Background: an optimization exercise with open tools, aiming at small area. Do not read the settings as production practice.
The RTL was checked by simulation tests, not by an equivalence proof against the original design.
Power figures rest on the tool's default switching activity, not on a simulated workload.

## design/flow/flow/run.sh

```bash
#!/bin/bash
# Layout flow: the standard flow (standard.sh) with two changes.
# 1. Synthesis is the standard flow's synthesis script with the ABC step given an
#    area-oriented script (flow/area.abc) and without the adder-cell mapping.
#    Registers, their names and their cell types are those of the standard
#    synthesis; only the combinational mapping differs.
# 2. Ports are buffered with sky130_fd_sc_hd__buf_1.
# 3. Clock tree synthesis does not add dummy clock loads.
# Each tool's full output stays in the ORFS logs folder (orfs/logs/...); the
# make output of each step is written to a log file here.
set -euo pipefail
HERE=$(pwd)
MAKECMD=$(grep '^make ' standard.sh)
MAKECMD=$(echo "$MAKECMD" | sed -E "s#SYNTH_SCRIPT=[^ ]+#SYNTH_SCRIPT=$HERE/flow/area_synth.tcl ADDER_MAP_FILE=#; s#\"\\\$\{@:-finish\}\"#synth#")
echo "$MAKECMD" > synth_cmd.log
export MY_ABC_SCRIPT=$HERE/flow/area.abc
eval "$MAKECMD" > synth_make.log 2>&1
export BUFFER_PORTS_ARGS="-buffer_cell sky130_fd_sc_hd__buf_1"
export CTS_ARGS="-sink_clustering_enable -repair_clock_nets -sink_clustering_size 20 -sink_clustering_max_diameter 55 -buf_list {sky130_fd_sc_hd__clkbuf_2 sky130_fd_sc_hd__clkbuf_4 sky130_fd_sc_hd__clkbuf_8} -dont_use_dummy_load"
bash standard.sh > standard_make.log 2>&1
```

## design/flow/flow/area.abc

```
strash
ifraig
dc2
dc2
dch -f
amap
strash
ifraig
dc2
dc2
dch -f
amap
topo
stime -c
```

## design/flow/flow/area_synth.tcl

```tcl
proc synth {args} { yosys synth -nofsm -noshare {*}$args }
proc abc {args} {
  set i [lsearch -exact $args -script]
  if {$i >= 0} { lset args [expr {$i + 1}] $::env(MY_ABC_SCRIPT) }
  yosys abc {*}$args
}
source $::env(SCRIPTS_DIR)/synth.tcl
# left out here: clear keep_hierarchy, flatten, clean up, hide names made inside functions, write 1_2_yosys.v
```

## design/flow/standard.sh

```bash
#!/bin/bash
# synth_recipe.tcl (not shown) runs the flow's synth.tcl, then flattens the netlist and writes it again
# the make line also repeats each setting of config.mk as NAME=value (left out here)
make -C /OpenROAD-flow-scripts/flow DESIGN_CONFIG=/design/flow/config.mk WORK_HOME=/design/flow/orfs CLKGATE_MAP_FILE= SYNTH_SCRIPT=/design/flow/synth_recipe.tcl "${@:-finish}"
```

## design/flow/config.mk

```make
export PLATFORM = sky130hd
export DESIGN_NAME = brain_m
export DESIGN_NICKNAME = brain_m
export VERILOG_FILES = /design/flow/design.v
export SDC_FILE = /design/flow/constraint.sdc
export NUM_CORES = 4
export LEC_CHECK = 0
export CAP_MARGIN = 0
export CORE_MARGIN = 2
export CORE_UTILIZATION = 60
export CTS_BUF_LIST = sky130_fd_sc_hd__clkbuf_2 sky130_fd_sc_hd__clkbuf_4 sky130_fd_sc_hd__clkbuf_8
export CTS_CLUSTER_DIAMETER = 60
export CTS_CLUSTER_SIZE = 20
export PLACE_DENSITY = 0.7
export SLEW_MARGIN = 0
```

## design/flow/constraint.sdc

```tcl
create_clock -name core_clock -period 10.0 [get_ports {clk}]
set_input_delay 2.0000 -clock core_clock [delete_from_list [all_inputs] [get_ports {clk}]]
set_output_delay 2.0000 -clock core_clock [all_outputs]
set_load 0.01 [all_outputs]
```

## design/flow/design.v

```verilog
module sensory_neuron(clk, rst, distance, start, wnext);
	input clk, rst, start;
	input [6:0] distance;
	output [6:0] wnext;
	reg [6:0] d1;
	reg [99:0] Xn, Yn;
	reg F, E1;
	wire nr = ~rst;
	wire st = start & nr;
	wire g = F & E1;
	wire [99:0] m;
	wire [7:0] plo;
	wire [15:0] phi;
	genvar k;
	generate
		for (k = 0; k < 8; k = k + 1) begin : g_lo
			assign plo[k] = nr & ~g & (d1[2:0] == k);
		end
		for (k = 0; k < 16; k = k + 1) begin : g_hi
			assign phi[k] = (d1[6:3] == k);
		end
		for (k = 0; k < 100; k = k + 1) begin : g_m
			assign m[k] = plo[(k + 2) % 8] & phi[(k + 2) / 8];
		end
	endgenerate
	wire fire = |(~Xn & ~Yn & m);
	always @(posedge clk) begin
		d1 <= distance;
		E1 <= (distance == d1);
		F <= fire;
		Xn <= ~((Xn & {100{st}}) | (~Xn & ((Yn & {100{nr}}) | (~Yn & m))));
		Yn <= Xn;
	end
	assign wnext = fire ? d1 : 7'd0;
endmodule
module direction_ganglion(clk, rst, wnext, start, acat_flat, dsc_flat, colr1);
	input clk, rst, start;
	input [6:0] wnext;
	output reg [1:0] acat_flat;
	output reg [6:0] dsc_flat;
	output reg colr1;
	localparam [3:0] G0 = 4'd0, G1 = 4'd1, G3 = 4'd2, G4 = 4'd3,
	                 G5 = 4'd4, G6 = 4'd5, G7 = 4'd6, G8 = 4'd7;
	reg [3:0] st;
	reg [6:0] ascnt, dscnt, dR;
	reg gt, lt;
	always @(posedge clk) begin
		if (rst) begin
			st <= G0;
			acat_flat <= 2'd0;
			dsc_flat <= 7'd0;
			colr1 <= 1'b0;
		end else begin
			if (st[3])
				st <= (st == 4'b1111) ? G3 : st + 4'd1;
			else case (st)
				G0: st <= start ? G1 : G0;
				G1: st <= 4'b1000;
				G3: st <= G4;
				G4: st <= gt ? G5 : lt ? G6 : 4'b1000;
				G5, G6: st <= start ? 4'b1000 : G7;
				G7: st <= G8;
				default: st <= G0;
			endcase
			if (st == G7) begin
				acat_flat <= (ascnt == 7'd0) ? 2'd0 : (ascnt < 7'd100) ? 2'd1 : (ascnt == 7'd100) ? 2'd2 : 2'd3;
				dsc_flat <= dscnt;
				colr1 <= 1'b1;
			end
		end
		if ((st == G0 && start) || st == 4'b1111)
			dR <= wnext;
		if (st == 4'b1111) begin
			gt <= dR > wnext;
			lt <= dR < wnext;
		end
		if (st == G0) begin
			ascnt <= 7'd0;
			dscnt <= 7'd0;
		end
		if (st == G5)
			dscnt <= dscnt + 7'd1;
		if (st == G6)
			ascnt <= ascnt + 7'd1;
	end
endmodule
module inter_neuron(clk, rst, mode, flat, v);
	input clk, rst, mode;
	input [6:0] flat;
	output reg [19:0] v;
	reg [1:0] us;
	reg hhit;
	reg [4:0] hidx;
	reg [1:0] pc;
	reg [4:0] pidx;
	reg dhit;
	reg [4:0] didx;
	always @(*) begin
		dhit = 1'b1;
		case (flat)
			7'd100: didx = 5'd0;  7'd95: didx = 5'd1;  7'd90: didx = 5'd2;  7'd85: didx = 5'd3;
			7'd80: didx = 5'd4;   7'd75: didx = 5'd5;  7'd70: didx = 5'd6;  7'd65: didx = 5'd7;
			7'd60: didx = 5'd8;   7'd55: didx = 5'd9;  7'd50: didx = 5'd10; 7'd45: didx = 5'd11;
			7'd40: didx = 5'd12;  7'd35: didx = 5'd13; 7'd30: didx = 5'd14; 7'd25: didx = 5'd15;
			7'd20: didx = 5'd16;  7'd15: didx = 5'd17; 7'd10: didx = 5'd18; 7'd5: didx = 5'd19;
			default: begin dhit = 1'b0; didx = 5'd0; end
		endcase
	end
	wire event_ = us[1] & hhit;
	reg [19:0] lower;
	integer i;
	always @(*) begin
		lower[0] = 1'b0;
		for (i = 1; i < 20; i = i + 1)
			lower[i] = lower[i-1] | v[i-1];
	end
	always @(posedge clk) begin
		if (rst) begin
			us <= 2'd0;
			pc <= 2'd0;
			v <= 20'd0;
		end else begin
			case (us)
				2'd0: us <= mode ? 2'd0 : 2'd1;
				2'd1: us <= 2'd2;
				default: us <= 2'd0;
			endcase
			if (event_)
				pc <= 2'd1;
			else if (pc != 2'd0)
				pc <= pc + 2'd1;
			if (pc == 2'd3)
				for (i = 0; i < 20; i = i + 1)
					if (pidx == i && !lower[i])
						v[i] <= 1'b1;
		end
		hhit <= dhit;
		hidx <= didx;
		if (event_)
			pidx <= hidx;
	end
endmodule
module memory_neuron(v, rAddr, hit, th, dot);
	input [19:0] v;
	input [4:0] rAddr;
	output hit;
	output [6:0] th;
	output [4:0] dot;
	wire [31:0] vx = {12'd0, v};
	assign hit = vx[rAddr];
	assign th = 7'd100 - {rAddr, 2'b00} - {2'b00, rAddr};
	assign dot = hit ? rAddr : 5'd0;
endmodule
module intelligent_stimuli_comparison_unit(clk, rst, E, acat_in, dsc, mode, hit, th, dot,
	colr1, colr, oe, dot_m, c);
	input clk, rst, E, mode, colr1, hit;
	input [1:0] acat_in;
	input [6:0] dsc, th;
	input [4:0] dot;
	output reg colr, oe;
	output reg [4:0] dot_m;
	output reg [4:0] c;
	localparam [4:0] S0 = 5'd0, S1 = 5'd1, S2 = 5'd2, S3 = 5'd3, S4a = 5'd4, S5 = 5'd5,
	                 S6 = 5'd6, S7 = 5'd7, S8 = 5'd8, S9 = 5'd9, S10 = 5'd10, S11 = 5'd11,
	                 S12 = 5'd12, S13 = 5'd13, S14 = 5'd14, S15 = 5'd15, S16 = 5'd16,
	                 S17 = 5'd17, S18 = 5'd18, S19 = 5'd19, S4b = 5'd20, S21 = 5'd21,
	                 S22 = 5'd22, S23 = 5'd23, S24 = 5'd24, S11n = 5'd25;
	reg [4:0] state, nextstate;
	reg [1:0] acat;
	reg [7:0] dscReg;
	reg vL;
	reg [2:0] cnt;
	reg colrHold, oeHold;
	reg [4:0] dot_mHold;
	wire cdone = cnt[2] & ~cnt[1];	 
	wire counting = (state == S8) | (state == S14) | (state == S19) | (state == S21) | (state == S24);
	wire rem1_neg = vL & ~acat[1];
	wire rem1_zero = vL ? (acat == 2'd2) : (acat == 2'd0);
	wire [7:0] rem2 = dscReg - {1'b0, vL ? th : 7'd0};
	always @(*) begin
		nextstate = state;
		colr = colrHold;
		oe = oeHold;
		dot_m = dot_mHold;
		case (state)
			S0: nextstate = mode ? S1 : S0;
			S1: nextstate = E ? S2 : S3;
			S2: nextstate = S4a;
			S4a: nextstate = S5;
			S5: nextstate = rem1_neg ? S6 : rem1_zero ? S8 : S9;
			S6: nextstate = S7;
			S7: nextstate = (c < 5'd20) ? S5 : S11;
			S8: begin
				colr = colr1; dot_m = 5'd0; oe = 1'b1;
				nextstate = cdone ? S10 : S8;
			end
			S9: nextstate = S2;
			S10: begin
				oe = 1'b0;
				nextstate = S5;
			end
			S11: nextstate = rem2[7] ? S12 : (rem2 == 8'd0) ? S14 : S15;
			S12: nextstate = S13;
			S13: nextstate = (c < 5'd20) ? S11n : S0;
			S11n: nextstate = S12;	 
			S14: begin
				colr = 1'b0; dot_m = 5'd0; oe = 1'b1;
				nextstate = cdone ? S16 : S14;
			end
			S15: nextstate = S4b;
			S4b: nextstate = S11;
			S16: begin
				oe = 1'b0;
				nextstate = S11;
			end
			S3: nextstate = S17;
			S17: begin
				oe = 1'b0;
				nextstate = S18;
			end
			S18: nextstate = (acat == 2'd0) ? S19 : S18;
			S19: begin
				colr = colr1; dot_m = 5'd0; oe = 1'b1;
				nextstate = cdone ? S22 : S19;
			end
			S21: nextstate = cdone ? S17 : S21;
			S22: begin
				oe = 1'b0;
				nextstate = (rem2 == 8'd0) ? S24 : S23;
			end
			S23: begin
				colr = 1'b0; dot_m = dot; oe = 1'b1;
				nextstate = S21;
			end
			S24: begin
				colr = 1'b0; dot_m = dot; oe = 1'b1;
				nextstate = cdone ? S0 : S24;
			end
			default: nextstate = state;
		endcase
	end
	always @(posedge clk) begin
		if (rst) begin
			state <= S0;
			colrHold <= 1'b0;
			oeHold <= 1'b0;
			dot_mHold <= 5'd0;
		end else begin
			state <= nextstate;
			colrHold <= colr;
			oeHold <= oe;
			dot_mHold <= dot_m;
		end
		cnt <= counting ? {cnt[1:0], ~cnt[2]} : 3'd0;
		if (state == S1) begin
			acat <= acat_in;
			dscReg <= {1'b0, dsc};
		end
		if (state == S9 && vL)
			acat <= 2'd1;
		if (state == S15 || state == S23)
			dscReg <= rem2;
		if (state == S4a || state == S4b || state == S17)
			vL <= hit;
		if (state == S2 || state == S15 || (state == S7 && !(c < 5'd20)))
			c <= 5'd0;
		if (state == S3)
			c <= 5'd20;
		if (state == S6 || state == S12)
			c <= c + 5'd1;
		if (state == S23)
			c <= c - 5'd1;
	end
endmodule
module brain_m(clk, rst, distance, mode, start, E, color, OE, shape);
	input clk, rst, mode, start, E;
	input [6:0] distance;
	output color, OE;
	output [4:0] shape;
	wire [6:0] wnext, dsc_flat, th;
	wire [1:0] acat_flat;
	wire [4:0] dot, rAddr;
	wire colr1, hit;
	wire [19:0] v;
	sensory_neuron s(clk, rst, distance, start, wnext);
	direction_ganglion d(clk, rst, wnext, start, acat_flat, dsc_flat, colr1);
	inter_neuron in(clk, rst, mode, dsc_flat, v);
	memory_neuron m(v, rAddr, hit, th, dot);
	intelligent_stimuli_comparison_unit iscu(clk, rst, E, acat_flat, dsc_flat, mode, hit, th, dot,
		colr1, color, OE, shape, rAddr);
endmodule
```

==> impl_metrics.ini, run 1 <==
[run_status]
status = finished clean

[worst_setup_path]
cp-end-kind = flip-flop
cpPeakStageDelay_ns = 0.59
worstPathMaxFanout = 48
cp.arrival_ns = 6.32
path_cells = clkbuf_2 -> buf_4 -> clkinv_2 -> nand3_1 -> or3_1 -> nor4_1 -> nor4_1 -> nand4_1 -> nor4b_1 -> nand2_1 -> clkinv_1 -> nor2_1 -> a22oi_1 -> nor2_1 -> o21a_1 -> nor2_1 -> o22ai_1
crit_path_frequent_cell = nor2_1
crit_slowest_cell = or3_1
r2r_slack_ns = 5.78
rr_endpoint = in.v[19]
r2r_cells = 12
cp.required_ns = 10.30
endpoint = d.lt
critPathLaunch = rst
cp-start-kind = input port
worstReg2RegStart = in.v[1]
critPathKind = in -> reg

[timing]
skew_ns = 0.0506
rsz0062_at_grt = no
tightest_slew_ns = 1.14
period_share = 0.602
finalMaxSlewViolations = 0
hold_viol = 0
relSlewSlack = 0.230
timing.final.ws_setup_ns = 3.98
setup_viol = 0
max_clock_freq_mhz = 166
fin_setup_tns_ns = 0
final.min_clock_period_ns = 6.02

[floorplan]
initial_core_util = 0.614
num_rows = 51
die_x_um = 145
dieArea_sq_um = 21100
die-height_um = 145
coreArea_sq_um = 19500
io_pins = 19

[layout]
drive_above_1_share = 0.0238
n_antenna_cell = 0
syn2layout_area_growth_pct = 6.66
final_area_sq_um = 12800
finish.utilization = 0.655
final_nets = 1443

[power_and_ir_drop]
seq_power_share = 0.585
combPwrFrac = 0.177
p_per_area_nw_per_um2 = 199
p_leak_nw = 4.42
p_total_w = 0.00254
cellInternalPower_w = 0.00178
netSwitchingFraction = 0.302
ir_worst_vdd_mv = 0.148
p_switching_w = 0.000767
p_clk_frac = 0.238

[routing]
drt-vias-per-instance = 6.01
ant_nets = 0
drt-initial-drc-count = 716
num_vias = 10200
drt_wl_total_mm = 28.3
drt-pass1-iter-count = 5
avgRoutedWirePerCell_um = 16.7
post-route-drc-count = 0

[clocking]
clk_latency_ns = 0.57
clk_pin_slew_ns = 0.11
clockBufferDepth = 3
cts_hold_buffers = 0
cts_tree = built
postCtsSetupBuffers = 0
cts.sinks = 312
cts_buffers = 26
htree_levels = 1
cts_resized = 0
root_buffer = clkbuf_8

[yosys]
ys_warn_count = 4
seq_area_frac_synth = 0.556
ys_ff_latch = 312
syn-cell-area_sq_um = 12000
synth_cells = 1380
yosysUniqueCellTypes = 41
syn_area_per_cell_sq_um = 8.69
synthFlopType = dfxtp_1
syn-num-nets = 1392
postSynth.asyncResetShare = 0
synth_edf_count = 42

[hold_path]
worstHoldPathType = reg -> reg

[placed_design]
routabilityCongestion = 0.919
hpwlAfterDp_mm = 19.3
postPlaceCellArea_sq_um = 12400
place_ws_ns = 3.44
port_buffers = 18

[global_routing]
grt_pass1_wl_mm = 46.5
track_usage = 0.264
grt_pass1_vias = 9525
grt_overflow = 0
grt_max_degree = 99
antenna_found_initial = 0

[run]
maxCapViolCount = 0
power groups by stage:
stage | clock, W | sequential, W | combinational [W]
floorplan | 0 | 0.00149 | 0.000333
global placement | 0 | 0.00151 | 0.000445
detailed placement | 0 | 0.00151 | 0.000443
CTS | 0.000627 | 0.00149 | 0.000445
global route | 0.000670 | 0.00151 | 0.000507
finish | 0.000606 | 0.00149 | 0.000450
cell type report:
class	count	area, sq um
repair buffers	23	106
multi-input cells	979	4990
inverters	89	337
clock buffers	26	358
flip-flops and latches	312	6670
well taps	265	332
fillers	1724	6740
registers in the layout, summed over array words and instances, names as in the netlist, 7 cells and up:
name         count
s.Yn           100
s.Xn           100
d.dR             7
s.d1             7
d.ascnt          7
iscu.dscReg      8
in.v            20
d.dsc_flat       7
d.dscnt          7
metrics by stage:
stage	hold slack, ns	std cells
after floorplan	0.344	1380
after global placement	0.348	1668
after detailed placement	0.357	1668
after CTS	0.322	1694
after global routing	0.327	1694
final	0.318	1694
worst min path at each step:
| stage | depth (start not counted) | endpoint | startpoint | slack (ns) |
|---|---|---|---|---|
| floorplan | 0 | s.Yn[22] | s.Xn[22] | 0.34 |
| global placement | 0 | s.Yn[56] | s.Xn[56] | 0.35 |
| detailed placement | 0 | s.Yn[23] | s.Xn[23] | 0.36 |
| CTS | 0 | s.Yn[74] | s.Xn[74] | 0.32 |
| global route | 0 | s.Yn[74] | s.Xn[74] | 0.33 |
| finish | 0 | s.Yn[74] | s.Xn[74] | 0.32 |
critical path, delay by kind of cell:
| kind | cells | cell delay, ns |
|---|---|---|
| and+or+nand+nor | 10 | 2.53 |
| buffers and inverters | 4 | 1.24 |
| AOI/OAI and AO/OA | 3 | 0.49 |
Yosys cell counts, types with 2 or more instances:
cell type	instances	area, sq um
edfxtp_1	42	1260
or2_0	24	150
clkinv_1	89	334
o31ai_1	6	45.0
a41oi_1	3	26.3
dfxtp_1	270	5410
a2111oi_0	4	35.0
nand4_1	24	150
a22oi_1	3	22.5
nand3_1	18	90.1
o21a_1	4	30.0
or4_1	3	22.5
nor2_1	258	968
nand4b_1	2	17.5
o21bai_1	2	15.0
nor3_1	58	290
o21ai_0	51	255
a221oi_1	6	52.6
nor4_1	127	795
nor4b_1	4	35.0
o22ai_1	12	75.1
a21oi_1	206	1030
or3_1	28	175
o221ai_1	4	35.0
nand2_1	80	300
and2_0	2	12.5
nor2b_1	10	62.6
a31oi_1	19	119
a211oi_1	7	52.6
o32ai_1	3	26.3
cell usage in the layout, fill, tap and decap left out, types with 2 or more instances in the layout:
| cell type | synthesis | final |
|---|---|---|
| dfxtp_1 | 270 | 270 |
| nor2b_1 | 10 | 10 |
| or3_1 | 28 | 28 |
| a41oi_1 | 3 | 3 |
| nand4_1 | 24 | 24 |
| nor2_1 | 258 | 258 |
| o21bai_1 | 2 | 2 |
| nor4b_1 | 4 | 4 |
| clkbuf_8 | 0 | 26 |
| buf_1 | 0 | 17 |
| clkinv_1 | 89 | 87 |
| a211oi_1 | 7 | 7 |
| nand3_1 | 18 | 18 |
| edfxtp_1 | 42 | 42 |
| or2_0 | 24 | 24 |
| o221ai_1 | 4 | 4 |
| o21ai_0 | 51 | 51 |
| and2_0 | 2 | 2 |
| nor3_1 | 58 | 58 |
| o31ai_1 | 6 | 6 |
| or4_1 | 3 | 3 |
| o22ai_1 | 12 | 12 |
| a22oi_1 | 3 | 3 |
| a2111oi_0 | 4 | 4 |
| nor4_1 | 127 | 127 |
| a31oi_1 | 19 | 19 |
| clkinv_2 | 0 | 2 |
| o21a_1 | 4 | 4 |
| buf_4 | 0 | 5 |
| a21oi_1 | 206 | 206 |
| a221oi_1 | 6 | 6 |
| nand4b_1 | 2 | 2 |
| nand2_1 | 80 | 80 |
| o32ai_1 | 3 | 3 |
logic make-up after synthesis:
kind of cell | count (synthesis) | synth area share
flip-flops | 312 | 0.556
XOR/XNOR | 1 | 0.000731
AND/OR/NAND/NOR | 641 | 0.258
AO/OA/AOI/OAI | 337 | 0.157
buffers and inverters | 89 | 0.0279
layer usage:
| metal | global-route usage | up-vias | part of all wire | routed length (um) |
|---|---|---|---|---|
| met5 | 0 | - | 0 | 0 |
| met4 | 0.111 | 0 | 0.039 | 1090 |
| met1 | 0.343 | 4653 | 0.43 | 12300 |
| met3 | 0.0401 | 79 | 0.051 | 1430 |
| met2 | 0.445 | 285 | 0.48 | 13500 |
| li1 | - | 5163 | - | - |
==> inputs of run 2 (changes only) <==
--- a/design/flow/flow/run.sh
+++ b/design/flow/flow/run.sh
@@ -17,4 +17,4 @@
 eval "$MAKECMD" > synth_make.log 2>&1
 export BUFFER_PORTS_ARGS="-buffer_cell sky130_fd_sc_hd__buf_1"
-export CTS_ARGS="-sink_clustering_enable -repair_clock_nets -sink_clustering_size 20 -sink_clustering_max_diameter 55 -buf_list {sky130_fd_sc_hd__clkbuf_2 sky130_fd_sc_hd__clkbuf_4 sky130_fd_sc_hd__clkbuf_8} -dont_use_dummy_load"
+export CTS_ARGS="-sink_clustering_enable -repair_clock_nets -sink_clustering_size 30 -sink_clustering_max_diameter 70 -buf_list {sky130_fd_sc_hd__clkbuf_16} -dont_use_dummy_load"
 bash standard.sh > standard_make.log 2>&1
==> impl_metrics.ini, run 2 <==
[worst_setup_path]
endpoint = d.lt
crit_path_frequent_cell = nor2_1
r2r_slack_ns = 5.75
cp.arrival_ns = 6.36
r2r_cells = 12
cp-end-kind = flip-flop
worstPathMaxFanout = 48
path_cells = clkbuf_2 -> buf_4 -> clkinv_2 -> nand3_1 -> or3_1 -> nor4_1 -> nor4_1 -> nand4_1 -> nor4b_1 -> nand2_1 -> clkinv_1 -> nor2_1 -> a22oi_1 -> nor2_1 -> o21a_1 -> nor2_1 -> o22ai_1
cp-start-kind = input port
crit_slowest_cell = or3_1
worstReg2RegStart = in.v[1]
critPathKind = in -> reg
rr_endpoint = in.v[19]
critPathLaunch = rst
cpPeakStageDelay_ns = 0.56
cp.required_ns = 10.24

[layout]
drive_above_1_share = 0.0169
n_antenna_cell = 0
layout_commonest_cell = dfxtp_1
reg.largest.list = s.Xn: 100 flops, s.Yn: 100 flops, in.v: 20 flops
nFillCells = 1714
layout_common_cells = dfxtp_1, nor2_1, a21oi_1, nor4_1, clkinv_1
syn2layout_area_growth_pct = 7.01
finish.utilization = 0.657
final_nets = 1433

[yosys]
yosysUniqueCellTypes = 41
synthFlopType = dfxtp_1
synth_edf_count = 42
syn-cell-area_sq_um = 12000
synth_cells = 1380
yosysTopAreaCell = dfxtp_1
synth_area_leaders = dfxtp_1, edfxtp_1, a21oi_1, nor2_1, nor4_1
ys_warn_count = 4
synth.most_common_cell = dfxtp_1
synth_top_area_share = 0.451
syn_area_per_cell_sq_um = 8.69
seq_area_frac_synth = 0.556
ys_ff_latch = 312
syn-num-nets = 1392
postSynth.asyncResetShare = 0
ys_top_cells_by_count = dfxtp_1, nor2_1, a21oi_1

[floorplan]
dieArea_sq_um = 21100
num_rows = 51
io_pins = 19
die_x_um = 145
initial_core_util = 0.614
die-height_um = 145
coreArea_sq_um = 19500

[routing]
post-route-drc-count = 0
num_vias = 10100
drt-pass1-iter-count = 7
drt-vias-per-instance = 6.03
ant_nets = 0
drt-initial-drc-count = 700
drt_wl_total_mm = 28.0
avgRoutedWirePerCell_um = 16.7

[timing]
finalMaxSlewViolations = 0
setup_viol = 0
relSlewSlack = 0.218
rsz0062_at_grt = no
hold_viol = 0
timing.final.ws_setup_ns = 3.88
skew_ns = 0.0596
tightest_slew_ns = 1.16
fin_setup_tns_ns = 0
final.min_clock_period_ns = 6.12
max_clock_freq_mhz = 163
period_share = 0.612

[placed_design]
port_buffers = 18
place_ws_ns = 3.44
hpwlAfterDp_mm = 19.3
routabilityCongestion = 0.919

[clocking]
clk_pin_slew_ns = 0.10
clk_latency_ns = 0.50
cts_hold_buffers = 0
root_buffer = clkbuf_16
cts.sinks = 312
cts_buffers = 16
htree_levels = 1
cts_resized = 0
postCtsSetupBuffers = 0
cts_tree = built
clockBufferDepth = 3

[power_and_ir_drop]
p_per_area_nw_per_um2 = 202
p_leak_nw = 4.43
ir_worst_vdd_mv = 0.141

[run_status]
status = finished clean

[global_routing]
grt_max_degree = 99
track_usage = 0.261
grt_pass1_wl_mm = 46.0
grt_overflow = 0
grt_pass1_vias = 9436
antenna_found_initial = 0

[hold_path]
worstHoldPathType = reg -> reg

[run]
maxCapViolCount = 0
[run 2: cell type report]
| class | instances | area (sq um) | area share |
|---|---|---|---|
| clock buffers | 16 | 400 | 0.0312 |
| multi-input cells | 979 | 4990 | 0.389 |
| inverters | 89 | 337 | 0.0262 |
| flip-flops and latches | 312 | 6670 | 0.520 |
| repair buffers | 23 | 106 | 0.00829 |
| well taps | 265 | 332 | 0.0258 |
[run 2: worst min-delay path by stage]
stage	depth (start not counted)	startpoint	slack, ns	endpoint
floorplan	0	s.Xn[22]	0.34	s.Yn[22]
global placement	0	s.Xn[56]	0.35	s.Yn[56]
detailed placement	0	s.Xn[23]	0.36	s.Yn[23]
CTS	0	s.Xn[61]	0.36	s.Yn[61]
global route	0	s.Xn[25]	0.37	s.Yn[25]
finish	0	s.Xn[61]	0.36	s.Yn[61]
[run 2: kinds of logic (layout without fill, tap and decap cells)]
kind of cell | Yosys count | count (layout) | share of synthesized area
xor gates and xnor gates | 1 | 1 | 0.000731
AOI/OAI and AO/OA | 337 | 337 | 0.157
and+or+nand+nor | 641 | 641 | 0.258
buffers and inverters | 89 | 128 | 0.0279
DFF | 312 | 312 | 0.556
[run 2: routing by layer]
metal  share of wire  track usage
met1            0.44        0.339
met2            0.48        0.442
met3           0.048       0.0342
met4           0.040        0.111
met5               0            0
[run 2: worst max-delay path, delay by kind of cell]
kind,cells,cell delay [ns]
buf+inv,4,1.23
simple gates,10,2.57
compound gates,3,0.50
[run 2: metrics by stage]
stage / cell area, sq um / hold WS [ns] / instances / power, W
3_5_place_dp: 12400 / 0.357 / 1668 / 0.00196
5_1_grt: 12800 / 0.372 / 1684 / 0.00272
2_1_floorplan: 12000 / 0.344 / 1380 / 0.00183
6_report: 12800 / 0.358 / 1684 / 0.00259
3_3_place_gp: 12400 / 0.348 / 1668 / 0.00195
4_1_cts: 12800 / 0.362 / 1684 / 0.00260
[run 2: report_power, final]
| group | switching [W] | total, W | internal, W |
|---|---|---|---|
| clock | 0.000363 | 0.000651 | 0.000288 |
| combinational | 0.000302 | 0.000449 | 0.000146 |
| sequential | 0.0000894 | 0.00149 | 0.00140 |
| total | 0.000755 | 0.00259 | 0.00183 |
==> inputs of run 3 (changes only) <==
--- a/design/flow/flow/run.sh
+++ b/design/flow/flow/run.sh
@@ -17,4 +17,4 @@
 eval "$MAKECMD" > synth_make.log 2>&1
 export BUFFER_PORTS_ARGS="-buffer_cell sky130_fd_sc_hd__buf_1"
-export CTS_ARGS="-sink_clustering_enable -repair_clock_nets -sink_clustering_size 30 -sink_clustering_max_diameter 70 -buf_list {sky130_fd_sc_hd__clkbuf_16} -dont_use_dummy_load"
+export CTS_ARGS="-sink_clustering_enable -repair_clock_nets -sink_clustering_size 18 -sink_clustering_max_diameter 50 -buf_list {sky130_fd_sc_hd__clkbuf_2 sky130_fd_sc_hd__clkbuf_4 sky130_fd_sc_hd__clkbuf_8} -dont_use_dummy_load"
 bash standard.sh > standard_make.log 2>&1
==> impl_metrics.ini, run 3 <==
[worst_setup_path]
cp-start-kind = input port
worstPathMaxFanout = 48
critPathKind = in -> reg
cp.required_ns = 10.33
cp.arrival_ns = 6.36
r2r_cells = 12
cp-end-kind = flip-flop

[yosys]
synth.most_common_cell = dfxtp_1
ys_ff_latch = 312
synthFlopType = dfxtp_1
ys_warn_count = 4
syn_area_per_cell_sq_um = 8.69
ys_top_cells_by_count = dfxtp_1, nor2_1, a21oi_1
yosysTopAreaCell = dfxtp_1
syn-num-nets = 1392
synth_cells = 1380
synth_edf_count = 42
syn-cell-area_sq_um = 12000
seq_area_frac_synth = 0.556
postSynth.asyncResetShare = 0
synth_area_leaders = dfxtp_1, edfxtp_1, a21oi_1, nor2_1, nor4_1
yosysUniqueCellTypes = 41
synth_top_area_share = 0.451

[layout]
n_antenna_cell = 0
drive_above_1_share = 0.0258
final_nets = 1446
multiInputGateArea_sq_um = 4990
reg.largest.list = s.Xn: 100 flops, s.Yn: 100 flops, in.v: 20 flops
ff_latch_area_sq_um = 6670
syn2layout_area_growth_pct = 7.00
layout_common_cells = dfxtp_1, nor2_1, a21oi_1, nor4_1, clkinv_1
finish.utilization = 0.657
nFillCells = 1730
layout_commonest_cell = dfxtp_1

[hold_path]
worstHoldPathType = reg -> reg
min_path_cells = 0

[placed_design]
hpwlAfterDp_mm = 19.3
port_buffers = 18
routabilityCongestion = 0.919

[routing]
drt-initial-drc-count = 765
drt-vias-per-instance = 6.03
avgRoutedWirePerCell_um = 16.7
drt_wl_total_mm = 28.3
post-route-drc-count = 0
top_layer = met4
wl_met1_mm = 12.4
num_vias = 10200
ant_nets = 0
wl_met2_mm = 13.3
drt-pass1-iter-count = 5
wl_met3_mm = 1.44

[timing]
rsz0062_at_grt = no
fin_setup_tns_ns = 0
relSlewSlack = 0.238
hold_viol = 0
final.min_clock_period_ns = 6.03
setup_viol = 0
max_clock_freq_mhz = 166
skew_ns = 0.0623
tightest_slew_ns = 1.13
finalMaxSlewViolations = 0
period_share = 0.603

[clocking]
htree_levels = 1
cts_hold_buffers = 0
cts_tree = built
cts_buffers = 29
clk_pin_slew_ns = 0.11
cts.sinks = 312
clockBufferDepth = 3
root_buffer = clkbuf_8
postCtsSetupBuffers = 0
clk_latency_ns = 0.59
cts_resized = 0

[power_and_ir_drop]
p_per_area_nw_per_um2 = 201
p_total_w = 0.00258
ir_worst_vdd_mv = 0.136
p_leak_nw = 4.44

[global_routing]
grt_pass1_wl_mm = 46.6
grt_overflow = 0
antenna_found_initial = 0
grt_pass1_vias = 9575
grt_max_degree = 99
track_usage = 0.265

[floorplan]
initial_core_util = 0.614
die-height_um = 145
num_rows = 51
io_pins = 19
coreArea_sq_um = 19500
die_x_um = 145
dieArea_sq_um = 21100

[run]
maxCapViolCount = 0

[run_status]
status = finished clean
-- run 3: cell counts after synthesis --
Identical to the previous run, type by type.
-- run 3: logic make-up after synthesis --
group | after synthesis | share of synthesized area
and+or+nand+nor | 641 | 0.258
AOI/OAI and AO/OA | 337 | 0.157
DFF | 312 | 0.556
xor gates and xnor gates | 1 | 0.000731
buffers and inverters | 89 | 0.0279
-- run 3: final cells by class --
type	instances	share of cell area
inverters	89	0.0262
well taps	265	0.0259
clock buffers	29	0.0311
multi-input cells	979	0.389
flip-flops and latches	312	0.520
repair buffers	23	0.00829
-- run 3: final timing paths --
kind,startpoint,end,slack [ns]
setup / recovery,rst,d.lt,3.97
hold / removal,s.Xn[25],s.Yn[25],0.36
setup reg to reg,in.v[1],in.v[19],5.78
hold reg to reg,s.Xn[25],s.Yn[25],0.36
-- run 3: power by group --
part	leakage [nW]	internal, W	total, W	switching (W)
registers	2.66	0.00140	0.00149	0.0000892
logic	1.58	0.000146	0.000448	0.000302
clock network	0.209	0.000257	0.000639	0.000382
-- run 3: critical path, cell delays in order --
cell and delay [ns]:
clkbuf_2 0.07, buf_4 0.45, clkinv_2 0.54, nand3_1 0.27
or3_1 0.54, nor4_1 0.12, nor4_1 0.56, nand4_1 0.24
nor4b_1 0.34, nand2_1 0.19, clkinv_1 0.17, nor2_1 0.09
a22oi_1 0.26, nor2_1 0.08, o21a_1 0.18, nor2_1 0.10
o22ai_1 0.08
-- run 3: through the flow --
| stage | cells | hold WS (ns) | setup slack [ns] | cell area, sq um |
|---|---|---|---|---|
| 2_1_floorplan | 1380 | 0.344 | 3.87 | 12000 |
| 3_3_place_gp | 1668 | 0.348 | 3.48 | 12400 |
| 3_5_place_dp | 1668 | 0.357 | 3.44 | 12400 |
| 4_1_cts | 1697 | 0.368 | 4.01 | 12800 |
| 5_1_grt | 1697 | 0.374 | 3.63 | 12800 |
| 6_report | 1697 | 0.359 | 3.97 | 12800 |
-- run 3: per-layer routing --
layer / GRT usage / vias up
li1: - / 5177
met1: 0.339 / 4665
met2: 0.443 / 316
met3: 0.0411 / 83
met4: 0.123 / 0
met5: 0 / -
==> inputs of run 4 (changes only) <==
--- a/design/flow/design.v
+++ b/design/flow/design.v
@@ -190,5 +190,5 @@
 			S5: nextstate = rem1_neg ? S6 : rem1_zero ? S8 : S9;
 			S6: nextstate = S7;
-			S7: nextstate = (c < 5'd20) ? S5 : S11;
+			S7: nextstate = (c != 5'd12) ? S5 : S11;
 			S8: begin
 				colr = colr1; dot_m = 5'd0; oe = 1'b1;
@@ -202,5 +202,5 @@
 			S11: nextstate = rem2[7] ? S12 : (rem2 == 8'd0) ? S14 : S15;
 			S12: nextstate = S13;
-			S13: nextstate = (c < 5'd20) ? S11n : S0;
+			S13: nextstate = (c != 5'd12) ? S11n : S0;
 			S11n: nextstate = S12;	 
 			S14: begin
@@ -263,11 +263,9 @@
 		if (state == S4a || state == S4b || state == S17)
 			vL <= hit;
-		if (state == S2 || state == S15 || (state == S7 && !(c < 5'd20)))
+		if (state == S2 || state == S15 || (state == S7 && c == 5'd12))
 			c <= 5'd0;
 		if (state == S3)
 			c <= 5'd20;
-		if (state == S6 || state == S12)
-			c <= c + 5'd1;
-		if (state == S23)
+		if (state == S6 || state == S12 || state == S23)
 			c <= c - 5'd1;
 	end
--- a/design/flow/flow/run.sh
+++ b/design/flow/flow/run.sh
@@ -17,4 +17,4 @@
 eval "$MAKECMD" > synth_make.log 2>&1
 export BUFFER_PORTS_ARGS="-buffer_cell sky130_fd_sc_hd__buf_1"
-export CTS_ARGS="-sink_clustering_enable -repair_clock_nets -sink_clustering_size 18 -sink_clustering_max_diameter 50 -buf_list {sky130_fd_sc_hd__clkbuf_2 sky130_fd_sc_hd__clkbuf_4 sky130_fd_sc_hd__clkbuf_8} -dont_use_dummy_load"
+export CTS_ARGS="-sink_clustering_enable -repair_clock_nets -sink_clustering_size 16 -sink_clustering_max_diameter 45 -buf_list {sky130_fd_sc_hd__clkbuf_4 sky130_fd_sc_hd__clkbuf_8} -dont_use_dummy_load"
 bash standard.sh > standard_make.log 2>&1
==> impl_metrics.ini, run 4 <==
[clocking]
clk_latency_ns = 0.54
cts_resized = 0
cts_hold_buffers = 0
cts_tree = built
root_buffer = clkbuf_8
cts_buffers = 36
postCtsSetupBuffers = 0
cts.sinks = 312
clk_pin_slew_ns = 0.07
htree_levels = 2
clockBufferDepth = 3

[global_routing]
track_usage = 0.260
antenna_found_initial = 0
grt_pass1_wl_mm = 45.6
grt_max_degree = 99
grt_overflow = 0
grt_pass1_vias = 9388

[layout]
drive_above_1_share = 0.0296
nFillCells = 1642
layout_common_cells = dfxtp_1, nor2_1, a21oi_1, nor4_1, nand2_1
layout_commonest_cell = dfxtp_1
final_nets = 1434
reg.largest.list = s.Xn: 100 flops, s.Yn: 100 flops, in.v: 20 flops
syn2layout_area_growth_pct = 7.72
ff_latch_area_sq_um = 6670
n_antenna_cell = 0
multiInputGateArea_sq_um = 4950
finish.utilization = 0.660

[routing]
drt_wl_total_mm = 28.0
drt-initial-drc-count = 664
ant_nets = 0
num_vias = 10200
post-route-drc-count = 0
drt-vias-per-instance = 6.06
avgRoutedWirePerCell_um = 16.6
drt-pass1-iter-count = 5

[yosys]
synth_top_family_by_area = simple AND/OR/NAND/NOR gates
ys_top_cells_by_count = dfxtp_1, nor2_1, a21oi_1
ys_warn_count = 4
synth_edf_count = 42
synthFlopType = dfxtp_1
synth_top_area_share = 0.453
synthSimpleGateAreaFrac = 0.254
yosysUniqueCellTypes = 44
synth.most_common_cell = dfxtp_1
syn-cell-area_sq_um = 11900
ys_ff_latch = 312
synthMuxAreaShare = 0
synth-compound-area-share = 0.161
seq_area_frac_synth = 0.559
synth_area_leaders = dfxtp_1, edfxtp_1, a21oi_1, nor2_1, nor4_1
yosysTopAreaCell = dfxtp_1
synth_cells = 1363
synth_fa_ha_area_frac = 0
postSynth.asyncResetShare = 0
syn-num-nets = 1375
synth_xor_area_frac = 0
syn_area_per_cell_sq_um = 8.75

[timing]
relSlewSlack = 0.289
final.min_clock_period_ns = 6.47
skew_ns = 0.0604
max_clock_freq_mhz = 155
rsz0062_at_grt = no
setup_viol = 0
whs_ns = 0.335
fin_setup_tns_ns = 0
tightest_slew_ns = 1.07
timing.final.ws_setup_ns = 3.53
finalMaxSlewViolations = 0
hold_viol = 0
period_share = 0.647

[worst_setup_path]
cp-start-kind = input port
critPathKind = in -> reg
r2r_cells = 16
cp.arrival_ns = 6.73
critPathLaunch = rst
endpoint = d.gt
worstReg2RegStart = s.d1[6]
worstPathMaxFanout = 47
cp-end-kind = flip-flop
r2r_slack_ns = 5.43
rr_endpoint = d.gt
cp.required_ns = 10.26

[power_and_ir_drop]
p_per_area_nw_per_um2 = 207
p_total_w = 0.00265
p_leak_nw = 4.53
ir_worst_vdd_mv = 0.128

[placed_design]
hpwlAfterDp_mm = 18.8
routabilityCongestion = 0.948
place_ws_ns = 3.07
port_buffers = 18

[run]
maxCapViolCount = 0

[run_status]
status = finished clean

[hold_path]
min_path_cells = 0
worstHoldPathType = reg -> reg

[floorplan]
die-height_um = 145
num_rows = 51
dieArea_sq_um = 21000
coreArea_sq_um = 19500
io_pins = 19
die_x_um = 145
initial_core_util = 0.613
[run 4: kinds of logic after synthesis]
group / after synthesis
AO/OA/AOI/OAI: 336
buffers and inverters: 82
flip-flops: 312
AND/OR/NAND/NOR: 633
[run 4: worst max-delay path: stages]
cell and delay (ns):
clkbuf_2 0.08, buf_4 0.43, clkinv_2 0.55, nand3_1 0.27, or3_1 0.63, nor4_1 0.14, nor4_1 0.38, nand4_1 0.22
nor4_1 0.36, nand2_1 0.16, clkinv_1 0.15, nor2_1 0.08, clkinv_1 0.07, o221ai_1 0.13, or3_1 0.35, a2111oi_0 0.46
o21a_1 0.20, nor2_1 0.04
[run 4: worst min-delay path by stage]
stage	from	to	slack (ns)
floorplan	s.Xn[14]	s.Yn[14]	0.34
global placement	s.Xn[32]	s.Yn[32]	0.35
detailed placement	s.Xn[79]	s.Yn[79]	0.36
CTS	s.Xn[67]	s.Yn[67]	0.34
global route	s.Xn[67]	s.Yn[67]	0.34
finish	s.Xn[67]	s.Yn[67]	0.33
[run 4: final cells by class]
cell class / instances / area share
clock buffers: 36 / 0.0386
well taps: 265 / 0.0258
repair buffers: 21 / 0.00711
inverters: 82 / 0.0242
multi-input cells: 969 / 0.385
flip-flops and latches: 312 / 0.519
[run 4: metal layers]
layer	up-vias	track usage	share of wire
met3	75	0.0384	0.052
met2	301	0.443	0.48
li1	5123	-	-
met5	-	0	0
met1	4711	0.335	0.44
met4	0	0.101	0.032
[run 4: power by group]
group / switching (W) / leakage (nW) / internal [W] / total (W)
registers: 0.0000948 / 2.65 / 0.00140 / 0.00149
logic: 0.000294 / 1.61 / 0.000148 / 0.000441
clock network: 0.000398 / 0.259 / 0.000320 / 0.000718
[run 4: per-stage QoR]
stage	cells	cell area (sq um)
after floorplan	1363	11900
after global placement	1649	12300
after detailed placement	1649	12300
after CTS	1685	12800
after global routing	1685	12800
final	1685	12800
==> inputs of run 5 (changes only) <==
--- a/design/flow/flow/run.sh
+++ b/design/flow/flow/run.sh
@@ -17,4 +17,4 @@
 eval "$MAKECMD" > synth_make.log 2>&1
 export BUFFER_PORTS_ARGS="-buffer_cell sky130_fd_sc_hd__buf_1"
-export CTS_ARGS="-sink_clustering_enable -repair_clock_nets -sink_clustering_size 16 -sink_clustering_max_diameter 45 -buf_list {sky130_fd_sc_hd__clkbuf_4 sky130_fd_sc_hd__clkbuf_8} -dont_use_dummy_load"
+export CTS_ARGS="-sink_clustering_enable -repair_clock_nets -sink_clustering_size 10 -sink_clustering_max_diameter 35 -buf_list {sky130_fd_sc_hd__clkbuf_4} -dont_use_dummy_load"
 bash standard.sh > standard_make.log 2>&1
--- a/design/flow/config.mk
+++ b/design/flow/config.mk
@@ -8,8 +8,8 @@
 export CAP_MARGIN = 0
 export CORE_MARGIN = 2
-export CORE_UTILIZATION = 60
+export CORE_UTILIZATION = 70
 export CTS_BUF_LIST = sky130_fd_sc_hd__clkbuf_2 sky130_fd_sc_hd__clkbuf_4 sky130_fd_sc_hd__clkbuf_8
 export CTS_CLUSTER_DIAMETER = 60
 export CTS_CLUSTER_SIZE = 20
-export PLACE_DENSITY = 0.7
+export PLACE_DENSITY = 0.8
 export SLEW_MARGIN = 0
==> impl_metrics.ini, run 5 <==
[routing]
avgRoutedWirePerCell_um = 17.1
drt-pass1-iter-count = 6
drt-initial-drc-count = 799
drt_wl_total_mm = 28.2
post-route-drc-count = 0
ant_nets = 0
num_vias = 10500
drt-vias-per-instance = 6.38

[clocking]
clk_latency_ns = 0.67
postCtsSetupBuffers = 0
htree_levels = 2
clockBufferDepth = 3
cts_hold_buffers = 0
root_buffer = clkbuf_4
clk_pin_slew_ns = 0.10
cts_buffers = 43
cts_resized = 0
cts.sinks = 312
cts_tree = built

[timing]
fin_setup_tns_ns = 0
tightest_slew_ns = 1.09
rsz0062_at_grt = no
whs_ns = 0.345
skew_ns = 0.0666
relSlewSlack = 0.276
finalMaxSlewViolations = 0
hold_viol = 0
final.min_clock_period_ns = 6.22
period_share = 0.622
max_clock_freq_mhz = 161
setup_viol = 0

[worst_setup_path]
critPathTopFamily = simple AND/OR/NAND/NOR gates
cp-start-kind = input port
cp-end-kind = flip-flop
r2r_slack_ns = 5.45
path_cells = clkbuf_2 -> buf_4 -> clkinv_2 -> nand3_1 -> or3_1 -> nor3_1 -> nor4_1 -> nand4_1 -> nor4_1 -> nand2_1 -> clkinv_1 -> nor2_1 -> clkinv_1 -> o221ai_1 -> or3_1 -> a2111oi_0 -> o21a_1 -> nor2_1
cp.required_ns = 10.42
cp_num_buf_inv = 5
r2r_cells = 16
crit_slowest_cell = or3_1
critPathKind = in -> reg
worstReg2RegStart = s.d1[0]
worstPathMaxFanout = 47
rr_endpoint = d.gt
cp.arrival_ns = 6.64
cpPeakStageDelay_ns = 0.61

[power_and_ir_drop]
ir_worst_vdd_mv = 0.136
p_leak_nw = 4.47
p_total_w = 0.00252
p_per_area_nw_per_um2 = 199

[yosys]
synth.most_common_cell = dfxtp_1
ys_ff_latch = 312
synthFlopType = dfxtp_1
postSynth.asyncResetShare = 0
ys_top_cells_by_count = dfxtp_1, nor2_1, a21oi_1
syn-num-nets = 1375
synth_top_area_share = 0.453
yosysTopAreaCell = dfxtp_1
ys_warn_count = 4
syn_area_per_cell_sq_um = 8.75
synth_edf_count = 42
seq_area_frac_synth = 0.559
synth_area_leaders = dfxtp_1, edfxtp_1, a21oi_1, nor2_1, nor4_1
syn-cell-area_sq_um = 11900
yosysUniqueCellTypes = 44
synth_cells = 1363

[layout]
final_area_sq_um = 12600
layout_commonest_cell = dfxtp_1
reg.largest.list = s.Xn: 100 flops, s.Yn: 100 flops, in.v: 20 flops
nFillCells = 1233
drive_above_1_share = 0.0343
layout_common_cells = dfxtp_1, nor2_1, a21oi_1, nor4_1, nand2_1
syn2layout_area_growth_pct = 5.81
final_nets = 1441

[floorplan]
die-height_um = 135
io_pins = 19
die_x_um = 135
coreArea_sq_um = 16600
initial_core_util = 0.716
dieArea_sq_um = 18100
num_rows = 47

[placed_design]
port_buffers = 18
postPlaceCellArea_sq_um = 12300
routabilityCongestion = 0.890
hpwlAfterDp_mm = 19.3

[hold_path]
holdPathEnd = s.Yn[44]
hold_start = s.Xn[44]
min_path_cells = 0
worstHoldPathType = reg -> reg

[global_routing]
grt_max_degree = 103
track_usage = 0.310
antenna_found_initial = 1
grt_overflow = 0
grt_pass1_wl_mm = 45.4
grt_pass1_vias = 9789

[run]
maxCapViolCount = 0

[run_status]
status = finished clean
==> run 5: cell families after synthesis <==
| family | share of synthesized area |
|---|---|
| buf+inv | 0.0258 |
| simple gates | 0.254 |
| compound gates | 0.161 |
| flops | 0.559 |
==> run 5: worst max-delay path by stage <==
stage,from,end,slack [ns],cells after the start
detailed placement,rst,d.gt,3.20,18
CTS,rst,d.gt,3.93,18
global route,rst,d.gt,3.42,18
global placement,rst,d.gt,3.42,18
floorplan,rst,d.gt,3.44,16
finish,rst,d.gt,3.78,18
==> run 5: area by class of cell <==
type	count	area (sq um)	share of cell area
sequential	312	6670	0.528
inverter	82	309	0.0245
tap	220	275	0.0218
clock buffer	43	323	0.0256
antenna	1	2.50	0.000198
multi-input combinational	969	4950	0.392
timing repair buffer	21	91.3	0.00724
==> run 5: worst reg2reg max path, stage by stage, from the launching register on <==
cell and delay, ns:
dfxtp_1 0.41, clkinv_1 0.20, or3_1 0.74, nor3_1 0.46
nor4_1 0.15, nand4_1 0.14, nor4_1 0.08, nand2_1 0.15
clkinv_1 0.19, nor2_1 0.16, clkinv_1 0.12, a22oi_1 0.25
o221ai_1 0.19, or3_1 0.36, a2111oi_0 0.47, o21a_1 0.20
nor2_1 0.04
==> run 5: stage by stage <==
step | setup WS [ns] | util | std cells
final | 3.78 | 0.758 | 1648
after global routing | 3.42 | 0.758 | 1648
after CTS | 3.93 | 0.758 | 1647
after detailed placement | 3.20 | 0.739 | 1604
after global placement | 3.42 | 0.739 | 1604
after floorplan | 3.44 | - | 1363
==> run 5: layer usage <==
metal	global-route usage	routed length [um]	vias to the layer above	part of all wire
met1	0.364	11200	4858	0.40
met5	0	0	-	0
met4	0.160	1270	0	0.045
li1	-	-	5143	-
met2	0.548	14000	412	0.50
met3	0.0507	1680	101	0.060
==> run 5: where the power goes <==
| part | switching, W | internal, W |
|---|---|---|
| Clock | 0.000377 | 0.000198 |
| Sequential | 0.0000965 | 0.00140 |
| Combinational | 0.000298 | 0.000148 |
| Total | 0.000772 | 0.00174 |
==> inputs of run 6 (changes only) <==
--- a/design/flow/config.mk
+++ b/design/flow/config.mk
@@ -8,8 +8,8 @@
 export CAP_MARGIN = 0
 export CORE_MARGIN = 2
-export CORE_UTILIZATION = 70
+export CORE_UTILIZATION = 60
 export CTS_BUF_LIST = sky130_fd_sc_hd__clkbuf_2 sky130_fd_sc_hd__clkbuf_4 sky130_fd_sc_hd__clkbuf_8
 export CTS_CLUSTER_DIAMETER = 60
 export CTS_CLUSTER_SIZE = 20
-export PLACE_DENSITY = 0.8
+export PLACE_DENSITY = 0.7
 export SLEW_MARGIN = 0
==> impl_metrics.ini, run 6 <==
[yosys]
postSynth.asyncResetShare = 0
synth_area_leaders = dfxtp_1, edfxtp_1, a21oi_1, nor2_1, nor4_1
synth_cells = 1363
syn-cell-area_sq_um = 11900
synth.most_common_cell = dfxtp_1
yosysTopAreaCell = dfxtp_1
seq_area_frac_synth = 0.559
syn-num-nets = 1375
synth_edf_count = 42
syn_area_per_cell_sq_um = 8.75
ys_warn_count = 4
synthFlopType = dfxtp_1
ys_ff_latch = 312
synth_top_area_share = 0.453
ys_top_cells_by_count = dfxtp_1, nor2_1, a21oi_1
yosysUniqueCellTypes = 44

[clocking]
htree_levels = 2
cts_hold_buffers = 0
cts_buffers = 43
root_buffer = clkbuf_4
cts.sinks = 312
clk_pin_slew_ns = 0.10
cts_resized = 0
cts_tree = built
clockBufferDepth = 3
postCtsSetupBuffers = 0
clk_latency_ns = 0.68

[routing]
drt-pass1-iter-count = 5
avgRoutedWirePerCell_um = 16.5
post-route-drc-count = 0
drt_wl_total_mm = 27.9
num_vias = 10200
drt-vias-per-instance = 6.00
ant_nets = 0
drt-initial-drc-count = 632

[timing]
rsz0062_at_grt = no
fin_setup_tns_ns = 0
max_clock_freq_mhz = 156
tightest_slew_ns = 1.06
relSlewSlack = 0.295
period_share = 0.640
finalMaxSlewViolations = 0
final.min_clock_period_ns = 6.40
skew_ns = 0.0694
hold_viol = 0
setup_viol = 0
whs_ns = 0.351

[power_and_ir_drop]
ir_worst_vdd_mv = 0.127
p_total_w = 0.00251
p_per_area_nw_per_um2 = 198
p_leak_nw = 4.46

[global_routing]
antenna_found_initial = 1
grt_pass1_wl_mm = 45.9
grt_overflow = 0
grt_pass1_vias = 9435
track_usage = 0.262
grt_max_degree = 99

[floorplan]
initial_core_util = 0.613
coreArea_sq_um = 19500
die_x_um = 145
dieArea_sq_um = 21000
num_rows = 51
die-height_um = 145
io_pins = 19

[worst_setup_path]
cp_num_buf_inv = 5
critPathKind = in -> reg
cp-end-kind = flip-flop
cpPeakStageDelay_ns = 0.63
cp.arrival_ns = 6.76
crit_slowest_cell = or3_1
path_cells = clkbuf_2 -> buf_4 -> clkinv_2 -> nand3_1 -> or3_1 -> nor4_1 -> nor4_1 -> nand4_1 -> nor4_1 -> nand2_1 -> clkinv_1 -> nor2_1 -> clkinv_1 -> o221ai_1 -> or3_1 -> a2111oi_0 -> o21a_1 -> nor2_1
crit_path_frequent_cell = nor4_1
cp-start-kind = input port
critPathTopFamily = simple AND/OR/NAND/NOR gates
worstPathMaxFanout = 47
r2r_slack_ns = 5.38
cp.required_ns = 10.37

[layout]
drive_above_1_share = 0.0343
layout_commonest_cell = dfxtp_1
reg.largest.list = s.Xn: 100 flops, s.Yn: 100 flops, in.v: 20 flops
syn2layout_area_growth_pct = 6.30
finish.utilization = 0.651
layout_common_cells = dfxtp_1, nor2_1, a21oi_1, nor4_1, nand2_1
final_nets = 1441
final_area_sq_um = 12700

[placed_design]
hpwlAfterDp_mm = 18.8
port_buffers = 18
routabilityCongestion = 0.948
postPlaceCellArea_sq_um = 12300

[run]
maxCapViolCount = 0

[run_status]
status = finished clean

[hold_path]
worstHoldPathType = reg -> reg
-- run 6: metal layers --
layer,global-route usage,vias to the layer above,part of all wire
met5,0,-,0
met3,0.0459,73,0.057
met4,0.100,0,0.030
li1,-,5143,-
met1,0.332,4646,0.43
met2,0.447,303,0.48
-- run 6: stage by stage --
step	cells	setup slack, ns
6_report	1693	3.60
5_1_grt	1693	3.26
4_1_cts	1692	3.74
3_5_place_dp	1649	3.07
3_3_place_gp	1649	3.20
2_1_floorplan	1363	3.44
-- run 6: logic make-up (layout without fill, tap and decap cells) --
group           Yosys count  in the layout  share of synthesized area
simple gates            633            633                      0.254
flops                   312            312                      0.559
compound gates          336            336                      0.161
other cells               0              1                          0
buf+inv                  82            146                     0.0258
-- run 6: layout make-up --
class,instances,area (sq um)
fill,1691,6790
tap,265,332
clock buffer,43,323
timing repair buffer,21,91.3
inverter,82,310
antenna,1,2.50
multi-input combinational,969,4950
sequential,312,6670
-- run 6: path summary, 6_finish.rpt --
kind              depth (start not counted)  startpoint        to
setup / recovery                         18         rst      d.gt
hold / removal                            0    s.Xn[68]  s.Yn[68]
setup reg to reg                         16     s.d1[0]      d.gt
hold reg to reg                           0    s.Xn[68]  s.Yn[68]
-- run 6: report_power, final --
| group | switching [W] | internal, W | total (W) |
|---|---|---|---|
| registers | 0.0000943 | 0.00140 | 0.00149 |
| logic | 0.000294 | 0.000148 | 0.000442 |
| clock network | 0.000378 | 0.000198 | 0.000576 |
==> inputs of run 7 (changes only) <==
--- a/design/flow/flow/run.sh
+++ b/design/flow/flow/run.sh
@@ -2,5 +2,6 @@
 # Layout flow: the standard flow (standard.sh) with two changes.
 # 1. Synthesis is the standard flow's synthesis script with the ABC step given an
-#    area-oriented script (flow/area.abc) and without the adder-cell mapping.
+#    area-oriented script (flow/area.abc, which includes a 60-second
+#    &deepsyn search) and without the adder-cell mapping.
 #    Registers, their names and their cell types are those of the standard
 #    synthesis; only the combinational mapping differs.
==> design/flow/flow/area.abc (replaced) <==
strash
ifraig
dc2
dc2
&get -n
&deepsyn -T 60
&put
dch -f
amap
strash
ifraig
dc2
dc2
dch -f
amap
topo
stime -c
==> impl_metrics.ini, run 7 <==
[yosys]
synthFlopType = dfxtp_1
yosysUniqueCellTypes = 39
yosysTopAreaCell = dfxtp_1
syn_area_per_cell_sq_um = 8.97
synth_edf_count = 42
syn-num-nets = 1315
synth.most_common_cell = dfxtp_1
postSynth.asyncResetShare = 0
seq_area_frac_synth = 0.570
ys_ff_latch = 312
syn-cell-area_sq_um = 11700
ys_top_cells_by_count = dfxtp_1, nor2_1, a21oi_1
synth_area_leaders = dfxtp_1, edfxtp_1, a21oi_1, nor2_1, nor4_1
synth_cells = 1303
synth_top_area_share = 0.462
ys_warn_count = 4

[clocking]
cts_resized = 0
htree_levels = 2
clk_latency_ns = 0.67
cts_tree = built
cts_buffers = 45
clockBufferDepth = 3
cts.sinks = 312
postCtsSetupBuffers = 0
cts_hold_buffers = 0
clk_pin_slew_ns = 0.11
root_buffer = clkbuf_4

[timing]
finalMaxSlewViolations = 0
fin_setup_tns_ns = 0
final.min_clock_period_ns = 6.75
setup_viol = 0
tightest_slew_ns = 1.11
timing.final.ws_setup_ns = 3.25
hold_viol = 0
max_clock_freq_mhz = 148
skew_ns = 0.0573
rsz0062_at_grt = no
period_share = 0.675
relSlewSlack = 0.255

[placed_design]
place_ws_ns = 2.70
port_buffers = 18
place_inst = 1591
postPlaceCellArea_sq_um = 12100
hpwlAfterDp_mm = 18.7
routabilityCongestion = 0.860

[routing]
avgRoutedWirePerCell_um = 17.1
drt_wl_total_mm = 28.0
drt-pass1-iter-count = 5
drt-vias-per-instance = 5.99
drt-initial-drc-count = 615
ant_nets = 0
num_vias = 9802
post-route-drc-count = 0

[layout]
final_area_sq_um = 12500
layout_common_cells = dfxtp_1, nor2_1, a21oi_1, clkinv_1, nor4_1
layout.cells.non_filler = 1637
nFillCells = 1687
layout_commonest_cell = dfxtp_1
finish.utilization = 0.647
drive_above_1_share = 0.0387
reg.largest.list = s.Xn: 100 flops, s.Yn: 100 flops, in.v: 20 flops
syn2layout_area_growth_pct = 6.68
final_nets = 1385

[global_routing]
grt_max_degree = 101
grt_pass1_vias = 8909
grt_pass1_wl_mm = 44.7
grt_overflow = 0
track_usage = 0.273
antenna_found_initial = 1

[power_and_ir_drop]
p_switching_w = 0.000776
p_clk_frac = 0.236
p_per_area_nw_per_um2 = 203
ir_worst_vdd_mv = 0.117
p_leak_nw = 4.38
seq_power_share = 0.589
combPwrFrac = 0.174
cellInternalPower_w = 0.00175
netSwitchingFraction = 0.307

[worst_setup_path]
critPathKind = in -> reg
path_cells = clkbuf_2 -> buf_4 -> clkinv_2 -> nand3_1 -> or3_1 -> nor4_1 -> or4_1 -> or4_1 -> or4_1 -> or4_1 -> nor4_1 -> buf_4 -> nor2_1 -> clkinv_1 -> a22o_1 -> a21oi_1 -> o21ai_0 -> o221ai_1 -> nand2_1 -> o21ai_0
cp-end-kind = flip-flop
cp_num_buf_inv = 5
cpPeakStageDelay_ns = 0.59
cp.arrival_ns = 7.10
worstPathMaxFanout = 40
cp.required_ns = 10.35
crit_path_frequent_cell = or4_1
crit_slowest_cell = clkinv_2
cp-start-kind = input port
critPathTopFamily = simple AND/OR/NAND/NOR gates

[hold_path]
worstHoldPathType = reg -> reg

[floorplan]
die-height_um = 144
die_x_um = 144
dieArea_sq_um = 20600
coreArea_sq_um = 19300
num_rows = 51
initial_core_util = 0.606
io_pins = 19

[run]
maxCapViolCount = 0

[run_status]
status = finished clean
==> run 7: cell count changes after synthesis, moves of 6 or more <==
cell / change
nor2_1: -46
nor4_1: -36
clkinv_1: +24
o22ai_1: +23
nor3_1: -16
or4_1: +16
nand2_1: -14
a21oi_1: -7
a31oi_1: +6
==> run 7: layout make-up <==
cell class                      count  area [sq um]  share of cell area
Clock buffer                       45           338              0.0271
Tap cell                          265           332              0.0266
Multi-Input combinational cell    885          4620               0.371
Antenna cell                        1          2.50            0.000201
Inverter                          106           400              0.0321
Sequential cell                   312          6670               0.535
Timing Repair Buffer               23           106             0.00853
==> run 7: cell families after synthesis <==
| logic type | synth area share |
|---|---|
| buf+inv | 0.0340 |
| xor+xnor | 0.000750 |
| compound gates | 0.176 |
| flops | 0.570 |
| simple gates | 0.219 |
==> run 7: worst reg2reg max path, cell delays in order, from the launching register on <==
cell and delay, ns:
dfxtp_1 0.38, clkinv_1 0.21, nand3_1 0.19, or3_1 0.59, nor4_1 0.13, or4_1 0.52
or4_1 0.41, or4_1 0.40, or4_1 0.44, nor4_1 0.24, buf_4 0.22, nor2_1 0.07
clkinv_1 0.07, a22o_1 0.15, a21oi_1 0.04, o21ai_0 0.10, o221ai_1 0.14, nand2_1 0.08
o21ai_0 0.09
==> run 7: metal layers <==
| metal | global-route usage | part of all wire |
|---|---|---|
| met4 | 0.117 | 0.038 |
| met5 | 0 | 0 |
| met1 | 0.341 | 0.43 |
| met3 | 0.0500 | 0.053 |
| met2 | 0.465 | 0.48 |
==> run 7: final timing paths <==
path	from	to	slack (ns)	cells past startpoint
worst max-delay path	rst	d.lt	3.25	20
worst min-delay path	s.Xn[88]	s.Yn[88]	0.34	0
worst max register to register	s.d1[0]	d.lt	5.21	18
worst min register to register	s.Xn[88]	s.Yn[88]	0.34	0
==> run 7: power groups by stage <==
stage / clock network, W / logic (W) / registers, W
3_3_place_gp: 0 / 0.000437 / 0.00151
2_1_floorplan: 0 / 0.000333 / 0.00149
6_report: 0.000597 / 0.000441 / 0.00149
3_5_place_dp: 0 / 0.000436 / 0.00152
4_1_cts: 0.000612 / 0.000439 / 0.00149
5_1_grt: 0.000663 / 0.000492 / 0.00151
==> run 7: per-stage QoR <==
stage | hold WS, ns | power [W]
final | 0.338 | 0.00253
after detailed placement | 0.354 | 0.00195
after floorplan | 0.344 | 0.00182
after global placement | 0.351 | 0.00195
after global routing | 0.363 | 0.00266
after CTS | 0.343 | 0.00254
==> inputs of run 8 (changes only) <==
--- a/design/flow/flow/run.sh
+++ b/design/flow/flow/run.sh
@@ -1,7 +1,7 @@
 #!/bin/bash
-# Layout flow: the standard flow (standard.sh) with two changes.
+# Layout flow: the standard flow (standard.sh) with three changes.
 # 1. Synthesis is the standard flow's synthesis script with the ABC step given an
-#    area-oriented script (flow/area.abc, which includes a 60-second
-#    &deepsyn search) and without the adder-cell mapping.
+#    area-oriented script (flow/area.abc, which includes two 60-second
+#    &deepsyn searches) and without the adder-cell mapping.
 #    Registers, their names and their cell types are those of the standard
 #    synthesis; only the combinational mapping differs.
--- a/design/flow/flow/area.abc
+++ b/design/flow/flow/area.abc
@@ -12,4 +12,7 @@
 dc2
 dc2
+&get -n
+&deepsyn -T 60
+&put
 dch -f
 amap
==> impl_metrics.ini, run 8 <==
[yosys]
postSynth.asyncResetShare = 0
seq_area_frac_synth = 0.572
synth_top_family_by_area = simple AND/OR/NAND/NOR gates
synth-compound-area-share = 0.182
ys_top_cells_by_count = dfxtp_1, nor2_1, a21oi_1
synth_edf_count = 42
synth_area_leaders = dfxtp_1, edfxtp_1, a21oi_1, nor2_1, nor4_1
synth.most_common_cell = dfxtp_1
syn-num-nets = 1308
syn-cell-area_sq_um = 11600
ys_warn_count = 4
syn_area_per_cell_sq_um = 8.99
synth_xor_area_frac = 0
yosysUniqueCellTypes = 40
synthSimpleGateAreaFrac = 0.212
synth_fa_ha_area_frac = 0

[worst_setup_path]
cp.required_ns = 10.39
cp-start-kind = input port
cp-end-kind = flip-flop
critPathLaunch = rst
critPathKind = in -> reg
worstReg2RegStart = s.d1[0]
r2r_slack_ns = 5.77
cp.arrival_ns = 5.84
endpoint = d.gt
r2r_cells = 16
rr_endpoint = d.gt
worstPathMaxFanout = 35

[timing]
whs_ns = 0.346
setup_viol = 0
tightest_slew_ns = 1.14
rsz0062_at_grt = no
skew_ns = 0.0504
final.min_clock_period_ns = 5.45
fin_setup_tns_ns = 0

[routing]
ant_nets = 0
num_vias = 9800
avgRoutedWirePerCell_um = 17.1
post-route-drc-count = 0

[power_and_ir_drop]
cellInternalPower_w = 0.00175
p_clk_frac = 0.239
netSwitchingFraction = 0.307
combPwrFrac = 0.173
seq_power_share = 0.588
ir_worst_vdd_mv = 0.130
p_per_area_nw_per_um2 = 203

[layout]
drive_above_1_share = 0.0374
syn2layout_area_growth_pct = 6.56
nFillCells = 1644
layout_common_cells = dfxtp_1, nor2_1, a21oi_1, nor4_1, clkinv_1
layout_commonest_cell = dfxtp_1
reg.largest.list = s.Xn: 100 flops, s.Yn: 100 flops, in.v: 20 flops

[placed_design]
place_ws_ns = 3.96
port_buffers = 18

[clocking]
postCtsSetupBuffers = 0
htree_levels = 2
cts_resized = 0
clk_latency_ns = 0.67
cts_tree = built
cts.sinks = 312
cts_hold_buffers = 0
cts_buffers = 46

[floorplan]
die_x_um = 143
io_pins = 19
dieArea_sq_um = 20500

[hold_path]
worstHoldPathType = reg -> reg

[run]
maxCapViolCount = 0

[global_routing]
grt_max_degree = 105
track_usage = 0.277
grt_overflow = 0

[run_status]
status = finished clean
-- run 8: cell types whose count changed after synthesis, moves of 3 or more --
| cell | previous run | this run |
|---|---|---|
| nor4_1 | 88 | 107 |
| or4_1 | 21 | 2 |
| o22ai_1 | 37 | 21 |
| o21ai_0 | 41 | 56 |
| a2111oi_0 | 2 | 10 |
| a31oi_1 | 28 | 22 |
| or3_1 | 25 | 19 |
| a211oi_1 | 17 | 12 |
| o32ai_1 | 7 | 12 |
| a21oi_1 | 191 | 188 |
| a221oi_1 | 3 | 0 |
-- run 8: how the worst min path moves through the flow --
stage                         from  endpoint  depth (start not counted)
after CTS                 s.Xn[41]  s.Yn[41]                          0
after global routing      s.Xn[79]  s.Yn[79]                          0
after global placement     s.Xn[4]   s.Yn[4]                          0
final                     s.Xn[79]  s.Yn[79]                          0
after detailed placement   s.Xn[4]   s.Yn[4]                          0
after floorplan            s.Xn[4]   s.Yn[4]                          0
-- run 8: critical path, stage by stage --
cell and delay, ns:
buf_1 0.07, buf_4 0.24, clkinv_2 0.18, nand3_1 0.13
nor3_1 0.48, clkinv_1 0.49, nor4_1 0.43, nor4_1 0.12
nand4_1 0.16, nor3_1 0.09, nand2_1 0.09, clkinv_1 0.22
nor2_1 0.22, clkinv_1 0.11, a22o_1 0.26, a211oi_1 0.26
nand2b_1 0.10, o221ai_1 0.09, a31oi_1 0.06
-- run 8: cell families after synthesis --
family | count (synthesis)
buffers and inverters | 104
AO/OA/AOI/OAI | 361
AND/OR/NAND/NOR | 519
flip-flops | 312
-- run 8: through the flow --
| stage | instance area, sq um | std cells | util |
|---|---|---|---|
| CTS | 12400 | 1623 | 0.657 |
| global placement | 12100 | 1577 | 0.638 |
| floorplan | 11600 | 1296 | - |
| finish | 12400 | 1624 | 0.657 |
| detailed placement | 12100 | 1577 | 0.638 |
| global route | 12400 | 1624 | 0.657 |
-- run 8: area by class of cell --
class / count / area (sq um) / share of cell area
multi-input cells: 880 / 4590 / 0.370
clock buffers: 46 / 345 / 0.0278
repair buffers: 21 / 90.1 / 0.00726
diodes: 1 / 2.50 / 0.000202
inverters: 104 / 392 / 0.0316
flip-flops and latches: 312 / 6670 / 0.537
well taps: 260 / 325 / 0.0262
-- run 8: per-layer routing --
layer	vias up	track usage	wire, um
li1	4914	-	-
met1	4523	0.360	12200
met2	285	0.461	13200
met3	78	0.0483	1450
met4	0	0.112	919
met5	-	0	0
-- run 8: power groups by stage --
stage | Clock, W | Combinational (W) | Sequential, W
2_1_floorplan | 0 | 0.000330 | 0.00149
3_5_place_dp | 0 | 0.000429 | 0.00151
5_1_grt | 0.000671 | 0.000497 | 0.00150
6_report | 0.000602 | 0.000437 | 0.00149
4_1_cts | 0.000621 | 0.000431 | 0.00148
3_3_place_gp | 0 | 0.000430 | 0.00151

Setup slack of run 8, layout unchanged: 4.550 ns with ideal ports, 4.508 ns with driving cells assumed (clock clkbuf_16, inputs buf_2), 3.889 ns with port delays also shifted by the 0.681 ns mid clock arrival.
